Source: an optimization exercise on an open RTL-to-GDS flow (aim: small area and a short achievable clock period). Production flows keep margins and buffers that such runs may drop.
In this exercise RTL edits were held to simulation tests only and were not proved equivalent to the original.

main:
Design sub_module16, start of the top module:
module sub_module16(
  input clk,rst,en,
  input signed [7:0] data1,data2,data3,data4,data5,data6,data7,data8,
  input signed [4:0] addr1,addr2,addr3,addr4,addr5,addr6,addr7,addr8,
  output signed [10:0] out1,out1_2,out1_3,out1_4,out1_5,out1_6,out1_7,out1_8,
  output signed [10:0] out2,out2_2,out2_3,out2_4,out2_5,out2_6,out2_7,out2_8,
  output signed [11:0] sum_out1,sum_out2,sum_out3,sum_out4,sum_out5,sum_out6,sum_out7,sum_out8,
  output signed [12:0] final_sum1,final_sum2,final_sum3,final_sum4,final_sum5,final_sum6,final_sum7,final_sum8,
  output signed [13:0] partial_sum14,partial_sum14_1,partial_sum14_2,partial_sum14_3,
  output signed [14:0] partial_sum15,partial_sum15_1,
  output signed [15:0] partial_sum16
);
For scale: about 3100 cells after synthesis.
export LEC_CHECK = 0
export CAP_MARGIN = 20
export CORE_AREA = 10 10 290 390
export DIE_AREA = 0 0 300 400
export GPL_TIMING_DRIVEN = 0
export PLACE_DENSITY = 0.55
export SLEW_MARGIN = 20
create_clock -name core_clock -period 13.0 [get_ports {clk}]
run.sh (not shown) runs the stock make flow with config.mk's settings and CLKGATE_MAP_FILE= SYNTH_SCRIPT=/design/flow/synth_recipe.tcl, a recipe that flattens the netlist after the stock synthesis.
Relative to main, the following input files were edited for the feature branch:
- GPL_TIMING_DRIVEN: 0 -> unset
==> notes.md <==
Going from main to the feature branch, count of nets after finishing now larger, cell area after layout now larger, minimum period implied by the final worst setup slack now smaller, area growth from synthesis to layout now larger. The feature branch vs main, post-cts sizing count went down by about 80%.

Another version of the RTL of sub_module16 (not shown whole).
Size in the first run: about 3,000 cells after synthesis, ~64 flip-flops, ~23,000 sq um of cells after synthesis.
## sub_module16
module sub_module16(
  input clk,rst,en,
  input signed [7:0] data1,data2,data3,data4,data5,data6,data7,data8,
  input signed [4:0] addr1,addr2,addr3,addr4,addr5,addr6,addr7,addr8,
  output signed [10:0] out1,out1_2,out1_3,out1_4,out1_5,out1_6,out1_7,out1_8,
  output signed [10:0] out2,out2_2,out2_3,out2_4,out2_5,out2_6,out2_7,out2_8,
  output signed [11:0] sum_out1,sum_out2,sum_out3,sum_out4,sum_out5,sum_out6,sum_out7,sum_out8,
  output signed [12:0] final_sum1,final_sum2,final_sum3,final_sum4,final_sum5,final_sum6,final_sum7,final_sum8,
  output signed [13:0] partial_sum14,partial_sum14_1,partial_sum14_2,partial_sum14_3,
  output signed [14:0] partial_sum15,partial_sum15_1,
  output signed [15:0] partial_sum16
);
  wire [10:0] t1;
  sm_lane l1 (.clk(clk), .rst(rst), .en(en), .data(data1), .addr(addr1), .out1(out1), .out2(out2), .t(t1));
  wire [10:0] t2;
  sm_lane l2 (.clk(clk), .rst(rst), .en(en), .data(data2), .addr(addr2), .out1(out1_2), .out2(out2_2), .t(t2));
  wire [10:0] t3;
  sm_lane l3 (.clk(clk), .rst(rst), .en(en), .data(data3), .addr(addr3), .out1(out1_3), .out2(out2_3), .t(t3));
  wire [10:0] t4;
  sm_lane l4 (.clk(clk), .rst(rst), .en(en), .data(data4), .addr(addr4), .out1(out1_4), .out2(out2_4), .t(t4));
  wire [10:0] t5;
  sm_lane l5 (.clk(clk), .rst(rst), .en(en), .data(data5), .addr(addr5), .out1(out1_5), .out2(out2_5), .t(t5));
  wire [10:0] t6;
  sm_lane l6 (.clk(clk), .rst(rst), .en(en), .data(data6), .addr(addr6), .out1(out1_6), .out2(out2_6), .t(t6));
  wire [10:0] t7;
  sm_lane l7 (.clk(clk), .rst(rst), .en(en), .data(data7), .addr(addr7), .out1(out1_7), .out2(out2_7), .t(t7));
  wire [10:0] t8;
  sm_lane l8 (.clk(clk), .rst(rst), .en(en), .data(data8), .addr(addr8), .out1(out1_8), .out2(out2_8), .t(t8));
  wire w1 = out1[1] ^ out2[1];
  ...
Settings: LEC_CHECK=0, CAP_MARGIN=20, CORE_MARGIN=2, CORE_UTILIZATION=50, GPL_TIMING_DRIVEN=0, PLACE_DENSITY=0.65, SETUP_SLACK_MARGIN=3, SLEW_MARGIN=20; clock period 13.0 ns.
standard.sh (not shown) runs the stock make flow with config.mk's settings and CLKGATE_MAP_FILE= SYNTH_SCRIPT=/design/flow/synth_recipe.tcl, a recipe that flattens the netlist after the stock synthesis.
==> flow/flow/run.sh <==
#!/bin/bash
# The standard ORFS layout (standard.sh, unchanged synthesis) with two changes
# before global placement:
#  - the buffers that synthesis left in the netlist are removed, as the
#    standard flow does only when timing-driven placement is on;
#  - every port gets a sky130_fd_sc_hd__buf_1 as its buffer rather than the
#    larger cell buffer_ports picks by default (the resizer may still upsize it).
# make's whole output goes to standard.log; ORFS keeps each step's log under orfs/logs.
set -euo pipefail
work=$(pwd)
export PRE_GLOBAL_PLACE_TCL="$work/flow/pre_global_place.tcl"
export BUFFER_PORTS_ARGS="-buffer_cell sky130_fd_sc_hd__buf_1"
bash standard.sh > "$work/standard.log" 2>&1
==> flow/flow/pre_global_place.tcl <==
# Sourced by ORFS's global_place.tcl before it buffers the ports.
remove_buffers
The starting point went through all stages and came out clean.
Then changed:
Settings changed: SETUP_SLACK_MARGIN 3 to not set.
The new run completed without violations; hold slack improved by 0.0059 ns; first-iteration DRC count climbs by about 4%; cell area is lower by about 23%; setup slack gets worse by 0.85 ns; flip-flop and latch count does not change; clock-buffer cell count falls by 4; fmax went down by about 7%; global-route usage drops by 3.3 points; synthesized area stays the same.
Then changed:
==> flow/run.sh (new file) <==
#!/bin/bash
# synth_recipe.tcl (not shown) runs the flow's synth.tcl, then flattens the netlist and writes it again
# the make line also repeats each setting of config.mk as NAME=value (left out here)
make -C /OpenROAD-flow-scripts/flow DESIGN_CONFIG=/design/flow/config.mk WORK_HOME=/design/flow/orfs CLKGATE_MAP_FILE= SYNTH_SCRIPT=/design/flow/synth_recipe.tcl finish
Settings changed: SETUP_SLACK_MARGIN set to 2.
removed: flow/flow/run.sh
removed: flow/flow/pre_global_place.tcl
removed: flow/standard.sh
What happened:
- synthesized area is unchanged
- synthesized cell count is unchanged
- utilization grows by 26 points
- cell count grows by 18%
- wire length grows by 34%
Then changed:
==> flow/flow/run.sh (new file) <==
#!/bin/bash
# The standard ORFS layout (standard.sh, unchanged synthesis) with two changes
# before global placement:
#  - the buffers that synthesis left in the netlist are removed, as the
#    standard flow does only when timing-driven placement is on;
#  - every port gets a sky130_fd_sc_hd__buf_1 as its buffer rather than the
#    larger cell buffer_ports picks by default (the resizer may still upsize it).
# make's whole output goes to standard.log; ORFS keeps each step's log under orfs/logs.
set -euo pipefail
work=$(pwd)
export PRE_GLOBAL_PLACE_TCL="$work/flow/pre_global_place.tcl"
export BUFFER_PORTS_ARGS="-buffer_cell sky130_fd_sc_hd__buf_1"
bash standard.sh > "$work/standard.log" 2>&1
==> flow/flow/pre_global_place.tcl (new file) <==
# Sourced by ORFS's global_place.tcl before it buffers the ports.
remove_buffers
==> flow/standard.sh (new file) <==
#!/bin/bash
# synth_recipe.tcl (not shown) runs the flow's synth.tcl, then flattens the netlist and writes it again
# the make line also repeats each setting of config.mk as NAME=value (left out here)
make -C /OpenROAD-flow-scripts/flow DESIGN_CONFIG=/design/flow/config.mk WORK_HOME=/design/flow/orfs CLKGATE_MAP_FILE= SYNTH_SCRIPT=/design/flow/synth_recipe.tcl "${@:-finish}"
Settings changed: SETUP_SLACK_MARGIN 2 to 1.5.
removed: flow/run.sh
Effect: Hold slack got worse by 0.28 ns. First-iteration DRC count went down by 30%. Synthesized cell count is unchanged. Via count went down by 15%. Final area went down by 23%. Area after synthesis does not change. Sequential cell count stays the same. Wire length went down by 21%.

Setup of run A:
sub_module16, a different RTL version from the one above (not shown whole).
For scale: roughly 2,800 cells after synthesis, ~64 flip-flops, about 590 I/O pins, ~0.021 sq mm of cells after synthesis.
==> flow/config.mk <==
export PLATFORM = sky130hd
export DESIGN_NAME = sub_module16
export DESIGN_NICKNAME = sub_module16
export VERILOG_FILES = /design/flow/design.v
export SDC_FILE = /design/flow/constraint.sdc
export NUM_CORES = 4
export LEC_CHECK = 0
export CAP_MARGIN = 20
export CORE_MARGIN = 2
export CORE_UTILIZATION = 40
export CTS_BUF_LIST = sky130_fd_sc_hd__clkbuf_4 sky130_fd_sc_hd__clkbuf_8
export GPL_TIMING_DRIVEN = 0
export PLACE_DENSITY = 0.52
export SLEW_MARGIN = 20
==> flow/constraint.sdc <==
create_clock -name core_clock -period 13.0 [get_ports {clk}]
set_input_delay 2.6000 -clock core_clock [delete_from_list [all_inputs] [get_ports {clk}]]
set_output_delay 2.6000 -clock core_clock [all_outputs]
set_load 0.01 [all_outputs]
==> flow/flow/run.sh <==
#!/bin/bash
# The standard ORFS layout (standard.sh, unchanged synthesis) with two changes
# before global placement:
#  - the buffers that synthesis left in the netlist are removed, as the
#    standard flow does only when timing-driven placement is on;
#  - every port gets a sky130_fd_sc_hd__buf_1 as its buffer rather than the
#    larger cell buffer_ports picks by default (the resizer may still upsize it).
# make's whole output goes to standard.log; ORFS keeps each step's log under orfs/logs.
set -euo pipefail
work=$(pwd)
export PRE_GLOBAL_PLACE_TCL="$work/flow/pre_global_place.tcl"
export BUFFER_PORTS_ARGS="-buffer_cell sky130_fd_sc_hd__buf_1"
bash standard.sh > "$work/standard.log" 2>&1
==> flow/flow/pre_global_place.tcl <==
# Sourced by ORFS's global_place.tcl before it buffers the ports.
remove_buffers
#### Input delta (run B over run A)
- CORE_UTILIZATION now 50, was 40
- PLACE_DENSITY now 0.62, was 0.52
--- a/flow/flow/run.sh
+++ b/flow/flow/run.sh
@@ -11,3 +11,4 @@
 export PRE_GLOBAL_PLACE_TCL="$work/flow/pre_global_place.tcl"
 export BUFFER_PORTS_ARGS="-buffer_cell sky130_fd_sc_hd__buf_1"
+export RECOVER_POWER=100
 bash standard.sh > "$work/standard.log" 2>&1
Notes after the runs:
- The flow for run B finished, though final verification flagged max-capacitance violations, max-slew violations.
- Run A and run B ended up with roughly the same number of nets in the finished design.
- Effective utilization at floorplan: run B vs run A up 10 points
- On final core utilization: run B sits above run A.
- Share of the synthesized netlist area taken by xor and xnor gates: run A vs run B identical
For run C, these inputs were changed with respect to run B:
- removing CTS_BUF_LIST (formerly sky130_fd_sc_hd__clkbuf_4 sky130_fd_sc_hd__clkbuf_8)
--- a/flow/flow/run.sh
+++ b/flow/flow/run.sh
@@ -11,4 +11,3 @@
 export PRE_GLOBAL_PLACE_TCL="$work/flow/pre_global_place.tcl"
 export BUFFER_PORTS_ARGS="-buffer_cell sky130_fd_sc_hd__buf_1"
-export RECOVER_POWER=100
 bash standard.sh > "$work/standard.log" 2>&1
--- outcome ---
To summarise run B: no stage aborted, but the layout did not pass its checks, failing on max-capacitance violations, max-slew violations.
Run C closes out successfully: all stages finished, all timing, DRC and antenna checks passed.
Finished layout cell area: run C and run B compared, lower one is run B
The sequential share of layout area of run C and that of run B are within noise of each other.

sub_module16, a different RTL version from the one above (not shown whole).
For scale: about 2700 cells after synthesis, about 590 I/O pins, roughly 0.021 mm2 of cells after synthesis.
==> flow/design.v (excerpt) <==
module sub_module16(
  input clk,rst,en,
  input signed [7:0] data1,data2,data3,data4,data5,data6,data7,data8,
  input signed [4:0] addr1,addr2,addr3,addr4,addr5,addr6,addr7,addr8,
  output signed [10:0] out1,out1_2,out1_3,out1_4,out1_5,out1_6,out1_7,out1_8,
  output signed [10:0] out2,out2_2,out2_3,out2_4,out2_5,out2_6,out2_7,out2_8,
  output signed [11:0] sum_out1,sum_out2,sum_out3,sum_out4,sum_out5,sum_out6,sum_out7,sum_out8,
  output signed [12:0] final_sum1,final_sum2,final_sum3,final_sum4,final_sum5,final_sum6,final_sum7,final_sum8,
  output signed [13:0] partial_sum14,partial_sum14_1,partial_sum14_2,partial_sum14_3,
  output signed [14:0] partial_sum15,partial_sum15_1,
  output signed [15:0] partial_sum16
);
clock: 13.0 ns
lec_check: 0
cap_margin: 20
core_margin: 2
core_utilization: 45
cts_buf_list: sky130_fd_sc_hd__clkbuf_4 sky130_fd_sc_hd__clkbuf_8
gpl_timing_driven: 0
place_density: 0.57
setup_slack_margin: -0.2
slew_margin: 20
==> flow/flow/run.sh <==
#!/bin/bash
# The standard ORFS layout (standard.sh, unchanged synthesis) with two changes
# before global placement:
#  - the buffers that synthesis left in the netlist are removed, as the
#    standard flow does only when timing-driven placement is on;
#  - every port gets a sky130_fd_sc_hd__buf_1 as its buffer rather than the
#    larger cell buffer_ports picks by default (the resizer may still upsize it).
# make's whole output goes to standard.log; ORFS keeps each step's log under orfs/logs.
set -euo pipefail
work=$(pwd)
export PRE_GLOBAL_PLACE_TCL="$work/flow/pre_global_place.tcl"
export BUFFER_PORTS_ARGS="-buffer_cell sky130_fd_sc_hd__buf_1"
bash standard.sh > "$work/standard.log" 2>&1
Scripts as last shown in full above: flow/flow/pre_global_place.tcl
==> next run, changes <==
--- a/flow/config.mk
+++ b/flow/config.mk
@@ -8,8 +8,8 @@
 export CAP_MARGIN = 20
 export CORE_MARGIN = 2
-export CORE_UTILIZATION = 45
+export CORE_UTILIZATION = 50
 export CTS_BUF_LIST = sky130_fd_sc_hd__clkbuf_4 sky130_fd_sc_hd__clkbuf_8
 export GPL_TIMING_DRIVEN = 0
-export PLACE_DENSITY = 0.57
+export PLACE_DENSITY = 0.62
 export SETUP_SLACK_MARGIN = -0.2
 export SLEW_MARGIN = 20
What happened:
- final area drops by 1.2%
- die area shrinks by 9.8%
- count of clock-buffer cells in the layout is unchanged
- fmax barely changes
- core utilization is higher by 4.7 points
==> next run, changes <==
--- a/flow/config.mk
+++ b/flow/config.mk
@@ -12,4 +12,4 @@
 export GPL_TIMING_DRIVEN = 0
 export PLACE_DENSITY = 0.62
-export SETUP_SLACK_MARGIN = -0.2
+export SETUP_SLACK_MARGIN = -0.27
 export SLEW_MARGIN = 20
- The changed run produced a clean layout
- count of clock-buffer cells in the layout does not change
- maximum frequency fell by 0.51%
- design area falls by 0.36%
- worst hold slack improved by 5.5 ps
- global-route usage hardly moves
- die area is unchanged
==> next run, changes <==
--- a/flow/config.mk
+++ b/flow/config.mk
@@ -11,5 +11,5 @@
 export CTS_BUF_LIST = sky130_fd_sc_hd__clkbuf_4 sky130_fd_sc_hd__clkbuf_8
 export GPL_TIMING_DRIVEN = 0
-export PLACE_DENSITY = 0.62
-export SETUP_SLACK_MARGIN = -0.27
+export PLACE_DENSITY = 0.7
+export SETUP_SLACK_MARGIN = -0.2
 export SLEW_MARGIN = 20
What happened: The new run ran to the end with no violations. Hold slack degrades by 9.0 ps. Via count goes up by 1.6%. Final cell count stays flat. Synthesized area stays the same. Cell area came out higher by 2.1%. Routed wire length rises by 4.7%. Global-route usage rises by 1.0 points.
==> next run, changes <==
--- a/flow/config.mk
+++ b/flow/config.mk
@@ -11,5 +11,4 @@
 export CTS_BUF_LIST = sky130_fd_sc_hd__clkbuf_4 sky130_fd_sc_hd__clkbuf_8
 export GPL_TIMING_DRIVEN = 0
-export PLACE_DENSITY = 0.7
-export SETUP_SLACK_MARGIN = -0.2
+export PLACE_DENSITY = 0.62
 export SLEW_MARGIN = 20
What happened:
- The changed run finished with timing, DRC and antenna clean
- final area grows by 0.53%
- global-route usage shrinks by 0.96 points
- die area is unchanged
- utilization grows by 0.28 points
- worst setup slack improves by 200 ps

Another version of the RTL of sub_module16 (not shown whole).
For scale: roughly 2800 cells after synthesis, ~64 flip-flops, ~590 I/O pins.
## sub_module16
module sub_module16(
  input clk,rst,en,
  input signed [7:0] data1,data2,data3,data4,data5,data6,data7,data8,
  input signed [4:0] addr1,addr2,addr3,addr4,addr5,addr6,addr7,addr8,
  output signed [10:0] out1,out1_2,out1_3,out1_4,out1_5,out1_6,out1_7,out1_8,
  output signed [10:0] out2,out2_2,out2_3,out2_4,out2_5,out2_6,out2_7,out2_8,
  output signed [11:0] sum_out1,sum_out2,sum_out3,sum_out4,sum_out5,sum_out6,sum_out7,sum_out8,
  output signed [12:0] final_sum1,final_sum2,final_sum3,final_sum4,final_sum5,final_sum6,final_sum7,final_sum8,
  output signed [13:0] partial_sum14,partial_sum14_1,partial_sum14_2,partial_sum14_3,
  output signed [14:0] partial_sum15,partial_sum15_1,
  output signed [15:0] partial_sum16
);
Settings: LEC_CHECK=0, CAP_MARGIN=20, CORE_MARGIN=2, CORE_UTILIZATION=50, CTS_BUF_LIST=sky130_fd_sc_hd__clkbuf_4 sky130_fd_sc_hd__clkbuf_8, GPL_TIMING_DRIVEN=0, PLACE_DENSITY=0.62, SLEW_MARGIN=20; clock period 13.0 ns.
Scripts as last shown in full above: flow/flow/run.sh, flow/flow/pre_global_place.tcl
Edit:
ABC_AREA = 1   (was not set)
CTS_BUF_LIST = not set   (was sky130_fd_sc_hd__clkbuf_4 sky130_fd_sc_hd__clkbuf_8)
What happened: Synthesized cell count climbs by a quarter to a third. Hold slack is better by 0.041 ns. Non-clock buffer count stays the same. Final cell count climbs by about a fifth. Maximum frequency climbs slightly. Wire length drops slightly. Via count climbs by roughly a tenth.
Edit:
ABC_AREA = not set   (was 1)
CORE_UTILIZATION = 70   (was 50)
PLACE_DENSITY = 0.82   (was 0.62)
The new run passed the timing, design-rule and antenna checks.
Cell area decreases by 3.3%.
Fmax is lower by 1.9%.
Setup slack got worse by 0.24 ns.
Cell count falls by 22%.
Die area drops by 30%.
Synthesized area came out lower by 2.7%.
Edit:
CORE_UTILIZATION = 50   (was 70)
PLACE_DENSITY = 0.62   (was 0.82)
The changed run completed with no timing, DRC or antenna violations.
Count of clock-buffer cells in the layout does not change.
Global-route usage is lower by 12 points.
Final cell count goes up by 5.3%.
Cell area hardly moves.
Sequential share of layout area barely changes.
Area after synthesis does not change.
Routed wire length climbs by 2.4%.
Hold slack got worse by 0.0031 ns.
Die area goes up by 39%.
Setup slack gains 0.16 ns.

[static timing again, ports no longer ideal]
The results above use ideal ports. As a check the final layouts listed here were re-extracted and re-timed, cells and wires unchanged. Step 1 (the two cells are an assumption about what drives the block):
set clk [get_ports {clk}]
set_driving_cell -lib_cell sky130_fd_sc_hd__clkbuf_16 $clk
set_driving_cell -lib_cell sky130_fd_sc_hd__buf_2 [delete_from_list [all_inputs] $clk]
Step 2 also shifts input and output timing later by t, the mid clock arrival at the registers, as if the neighbouring blocks saw the same clock. a / b / c = no drivers / after step 1 / after step 2; a / b = the first two.
| run | t (ns) | slack for setup (ns) | worst data-port slew with drivers (ns) |
|---|---|---|---|
| main | 0.475 | 0.179 / 0.066 / 0.066 | 0.14 |
| the feature branch | 0.485 | 0.413 / 0.385 / 0.385 | 0.15 |
| the first run of note 2 | 0.454 | 1.129 / 1.016 / 1.016 | 0.18 |
| the second run of note 2 | 0.446 | 0.275 / 0.253 / 0.253 | 0.12 |
| the third run of note 2 | 0.456 | 0.636 / 0.566 / 0.566 | 0.13 |
| the fourth run of note 2 | 0.443 | 0.991 / 0.900 / 0.900 | 0.13 |
| run A | 0.478 | 0.244 / 0.181 / 0.181 | 0.07 |
| run B | 0.488 | 0.343 / 0.304 / 0.304 | 0.10 |
| run C | 0.439 | 0.362 / 0.328 / 0.329 | 0.10 |
| the first run of note 4 | 0.472 | 0.246 / 0.222 / 0.222 | 0.10 |
| the second run of note 4 | 0.475 | 0.264 / 0.221 / 0.221 | 0.07 |
| the third run of note 4 | 0.472 | 0.199 / 0.156 / 0.156 | 0.07 |
| the fourth run of note 4 | 0.483 | 0.198 / 0.154 / 0.154 | 0.08 |
| the fifth run of note 4 | 0.470 | 0.398 / 0.360 / 0.360 | 0.07 |
| the first run of note 5 | 0.486 | 0.313 / 0.285 / 0.285 | 0.10 |
| the second run of note 5 | 0.453 | 0.511 / 0.455 / 0.455 | 0.10 |
| the third run of note 5 | 0.433 | 0.266 / 0.208 / 0.208 | 0.11 |
| the fourth run of note 5 | 0.438 | 0.425 / 0.378 / 0.378 | 0.10 |
